This design comes from an exercise in tuning for a short achievable clock period and few clock cycles on the open sky130 flow, not from production work. In this exercise RTL edits were held to simulation tests only and were not proved equivalent to the original. Power and IR drop assume default switching activity.

## PipelinedMIPS
module PipelinedMIPS(Clk,Rst,imem_addr,imem_rdata,dmem_addr,dmem_wdata,dmem_we,dmem_rdata);
For scale: about 160 I/O pins, ~110,000 um2 of cells after synthesis.
clock: 10.0 ns
lec_check: 0
cap_margin: 40
core_margin: 2
core_utilization: 40
slew_margin: 40
synth_hierarchical: 1
standard.sh (not shown) runs the stock make flow with config.mk's settings and CLKGATE_MAP_FILE= SYNTH_SCRIPT=/design/flow/synth_recipe.tcl, a recipe that flattens the netlist after the stock synthesis.
==> flow/flow/run.sh <==
#!/bin/bash
set -euo pipefail
bash standard.sh SETUP_SLACK_MARGIN=6.7 ADDER_MAP_FILE= MATCH_CELL_FOOTPRINT=0 \
  "BUFFER_PORTS_ARGS=-buffer_cell sky130_fd_sc_hd__buf_6" finish > flow_make.log 2>&1
Testbench counts at the start, summed over its fixed seeds: cycles 30,119.
Rerun with:
--- a/flow/design.v
+++ b/flow/design.v
@@ -47,13 +47,13 @@
 output [31:0] imem_addr;
 input  [31:0] imem_rdata;
 output [31:0] dmem_addr;
 output [31:0] dmem_wdata;
 output        dmem_we;
 input  [31:0] dmem_rdata;
-localparam BI = 6;                  
+localparam BI = 5;                  
 localparam BN = 1 << BI;
 reg  [31:2] pc;
 reg  [31:2] pco;                    
 reg  [BI+1:2] pcx;                  
 reg  [BN-1:0] bp_v;                 
 reg  [BN-1:0] bp_t;                 
=> Design area decreases by 4.5%; non-clock buffer count climbs by 223; routed wire length rose by 4.8%; utilization went up by 1.9 points; combinational power increases by 11%; setup slack gets better by 0.033 ns.
Testbench counts after the change, summed over its fixed seeds: cycles 30,312.

## north
PipelinedMIPS again, from the RTL that the note above started with.
clock: 10.0 ns
lec_check: 0
cap_margin: 40
core_margin: 2
core_utilization: 40
slew_margin: 40
synth_hierarchical: 1
==> flow/flow/run.sh <==
#!/bin/bash
set -euo pipefail
bash standard.sh SETUP_SLACK_MARGIN=6.7 ADDER_MAP_FILE= \
  "BUFFER_PORTS_ARGS=-buffer_cell sky130_fd_sc_hd__buf_6" finish > flow_make.log 2>&1
north completed every stage of the flow, and the final layout passed the timing, DRC and antenna checks.
Testbench counts of north, summed over its fixed seeds: cycles 30,119.
Input-level comparison between south and north:
diff --git a/flow/design.v b/flow/design.v
--- a/flow/design.v
+++ b/flow/design.v
@@ -45,23 +45,22 @@
 module PipelinedMIPS(Clk,Rst,imem_addr,imem_rdata,dmem_addr,dmem_wdata,dmem_we,dmem_rdata);
 input Clk,Rst;
 output [31:0] imem_addr;
 input  [31:0] imem_rdata;
 output [31:0] dmem_addr;
 output [31:0] dmem_wdata;
 output        dmem_we;
 input  [31:0] dmem_rdata;
 localparam BI = 6;                  
 localparam BN = 1 << BI;
 reg  [31:2] pc;
-reg  [31:2] pco;                    
 reg  [BI+1:2] pcx;                  
 reg  [BN-1:0] bp_v;                 
 reg  [BN-1:0] bp_t;                 
 reg  [BN-1:0] bp_tn;                
 reg  [4*BN-1:0] bp_n;               
 reg         d_v;
 reg  [31:0] d_ins;
 reg  [31:1] d_rso, d_rto;           
 reg         d_wts, d_wtt;           
 reg  [31:2] d_pc4;
 reg  [BI-1:0] d_pci;
@@ -74,23 +73,22 @@
 reg         e_and, e_or, e_nor, e_sll, e_srl, e_sra;
 reg         e_add_nn, e_add_fn, e_add_nf, e_add_ff, e_sub_nn, e_sub_fn, e_sub_nf;
 reg         e_slt_nn, e_slt_fn, e_slt_nf;
 reg  [4:0]  e_sh;
 reg  [4:0]  e_dst;
 reg         e_rw, e_ld, e_st, e_br, e_beq, e_meq, e_mne;
 reg         e_fa2, e_fb2, e_short;
 reg  [3:0]  e_t4;
 reg  [31:2] e_rtgt;
 reg  [BI-1:0] e_pci;
 reg  [31:0] m_res, m_sd;
-reg  [31:0] m_addr;                 
 reg  [4:0]  m_dst;
 reg         m_rw, m_ld, m_we;
 reg  [31:0] rf [1:31];
 integer k;
 wire [31:0] fi = imem_rdata;
 wire        f_j  = (fi[31:26] == 6'h02);
 wire        f_br = (fi[31:27] == 5'b00010);           
 wire [31:5] pch  = pc[31:5];
 wire [31:5] pchi = pc[31:5] + 27'd1;
 wire [3:0]  pcl4 = {1'b0, pc[4:2]} + 4'd1;
 wire [31:2] pc4  = {pcl4[3] ? pchi : pch, pcl4[2:0]};
@@ -185,40 +183,35 @@
 ResMux resmux_u (res, res_o,
                  e_add_nn, s_nn, e_add_fn, s_fn, e_add_nf, s_nf,
                  e_sub_nn, d_nn, e_sub_fn, d_fn, e_sub_nf, d_nf,
                  e_slt_nn, lt_nn, e_slt_fn, lt_fn, e_slt_nf, lt_nf);
 wire eq00, eq10, eq01;
 Eq32 eq00_u (eq00, e_a, e_b);
 Eq32 eq10_u (eq10, m_res, e_b);
 Eq32 eq01_u (eq01, e_a, m_res);
 wire eq    = e_fa2 ? (e_fb2 ? 1'b1 : eq10) : (e_fb2 ? eq01 : eq00);
 wire e_mis = e_v && (eq ? e_meq : e_mne);
 wire taken = eq ? e_beq : !e_beq;
-assign imem_addr  = {pco, 2'b00};
-assign dmem_addr  = m_addr;
+assign imem_addr  = {pc, 2'b00};
+assign dmem_addr  = m_res;
 assign dmem_wdata = m_sd;
 assign dmem_we    = m_we;
 wire [31:2] pc_next;
 PcSel #(10) pcsel_h (pc_next[31:22], Rst, e_mis, e_rtgt[31:22], stall, pc[31:22], d_redir, d_btgt[31:22], f_npc[31:22]);
 PcSel #(10) pcsel_m (pc_next[21:12], Rst, e_mis, e_rtgt[21:12], stall, pc[21:12], d_redir, d_btgt[21:12], f_npc[21:12]);
 PcSel #(10) pcsel_l (pc_next[11:2],  Rst, e_mis, e_rtgt[11:2],  stall, pc[11:2],  d_redir, d_btgt[11:2],  f_npc[11:2]);
 wire [BI+1:2] pcx_next;
 PcSel #(BI) pcsel_x (pcx_next, 1'b0, e_mis, e_rtgt[BI+1:2], stall, pcx, d_redir, d_btgt[BI+1:2], f_npc[BI+1:2]);
-wire [31:2] pco_next;
-PcSel #(10) pcselo_h (pco_next[31:22], Rst, e_mis, e_rtgt[31:22], stall, pco[31:22], d_redir, d_btgt[31:22], f_npc[31:22]);
-PcSel #(10) pcselo_m (pco_next[21:12], Rst, e_mis, e_rtgt[21:12], stall, pco[21:12], d_redir, d_btgt[21:12], f_npc[21:12]);
-PcSel #(10) pcselo_l (pco_next[11:2],  Rst, e_mis, e_rtgt[11:2],  stall, pco[11:2],  d_redir, d_btgt[11:2],  f_npc[11:2]);
 always @(posedge Clk) begin
   pc  <= pc_next;
   pcx <= pcx_next;
-  pco <= pco_next;
 end
 always @(posedge Clk) begin
   if (Rst || e_mis || (d_redir && !stall))
     d_v <= 1'b0;
   else if (!stall)
     d_v <= 1'b1;
   if (stall) begin
     d_wts <= !Rst && e_v && e_rw && (e_dst == rs);
     d_wtt <= !Rst && e_v && e_rw && (e_dst == rt);
   end else begin
     d_wts <= !Rst && e_v && e_rw && (e_dst == fi[25:21]);
@@ -280,23 +273,22 @@
 end
 always @(posedge Clk) begin
   if (Rst) begin
     m_rw <= 1'b0;
     m_we <= 1'b0;
   end else begin
     m_rw <= e_v && e_rw;
     m_we <= e_v && e_st;
   end
   m_ld  <= e_ld;
   m_res <= res;
-  m_addr <= e_fa ? s_fn : s_nn;
   m_sd  <= SD;
   m_dst <= e_dst;
 end
 always @(posedge Clk) begin
   if (m_rw)
     rf[m_dst] <= m_val;
 end
 reg          u_en, u_t, u_s;
 reg [3:0]    u_t4;
 reg [BI-1:0] u_i;
 always @(posedge Clk) begin
--- outcome ---
- Number of cells produced by synthesis | south below north
- south: clock latency on the worst-skew pair lower than north
- Clock network fraction of total power is higher on north
- In south, the total power came out 4.2% below the value in north.
- Looking at worst-path cell with the longest stage delay, the edfxtp_1 result is from north; the dfxtp_4 one comes from south.
- Total number of clock tree sinks down 62 in south wrt north
- Comparing sequential cell area for north and south, the bigger number came from north.
Testbench counts of south, summed over its fixed seeds: cycles 30,119.

## static timing again, ports no longer ideal
No port has a modelled driver above. Below, the same layouts with a new extraction and two added sets of constraints.
Step 1: set_driving_cell puts a clkbuf_16 on Clk and a buf_2 on each other input, an assumption about the parent block.
Step 2 also shifts input and output timing later by t, the mid clock arrival at the registers, as if the neighbouring blocks saw the same clock.
Three values: ideal ports, drivers, drivers and shift; two values: the first two.
| run | t, ns | setup slack, ns | hold slack, ns | worst data-port slew with drivers (ns) | cell pins on the clock port's net |
|---|---|---|---|---|---|
| the first run of note 1 | 1.010 | 6.515 / 6.431 / 5.760 | 0.326 / 0.326 / 0.326 | 0.15 | 1 |
| the second run of note 1 | 0.952 | 6.548 / 6.526 / 5.840 | 0.323 / 0.323 / 0.323 | 0.10 | 1 |
| north | 1.014 | 6.527 / 6.434 / 5.691 | 0.321 / 0.321 / 0.321 | 0.16 | 1 |
| south | 0.973 | 6.450 / 6.352 / 5.743 | 0.327 / 0.327 / 0.327 | 0.06 | 1 |
After both steps setup and hold are still met in every run listed. The setup slack of north, which loses most, moves by -0.093 ns with the drivers and by -0.836 ns with both steps.
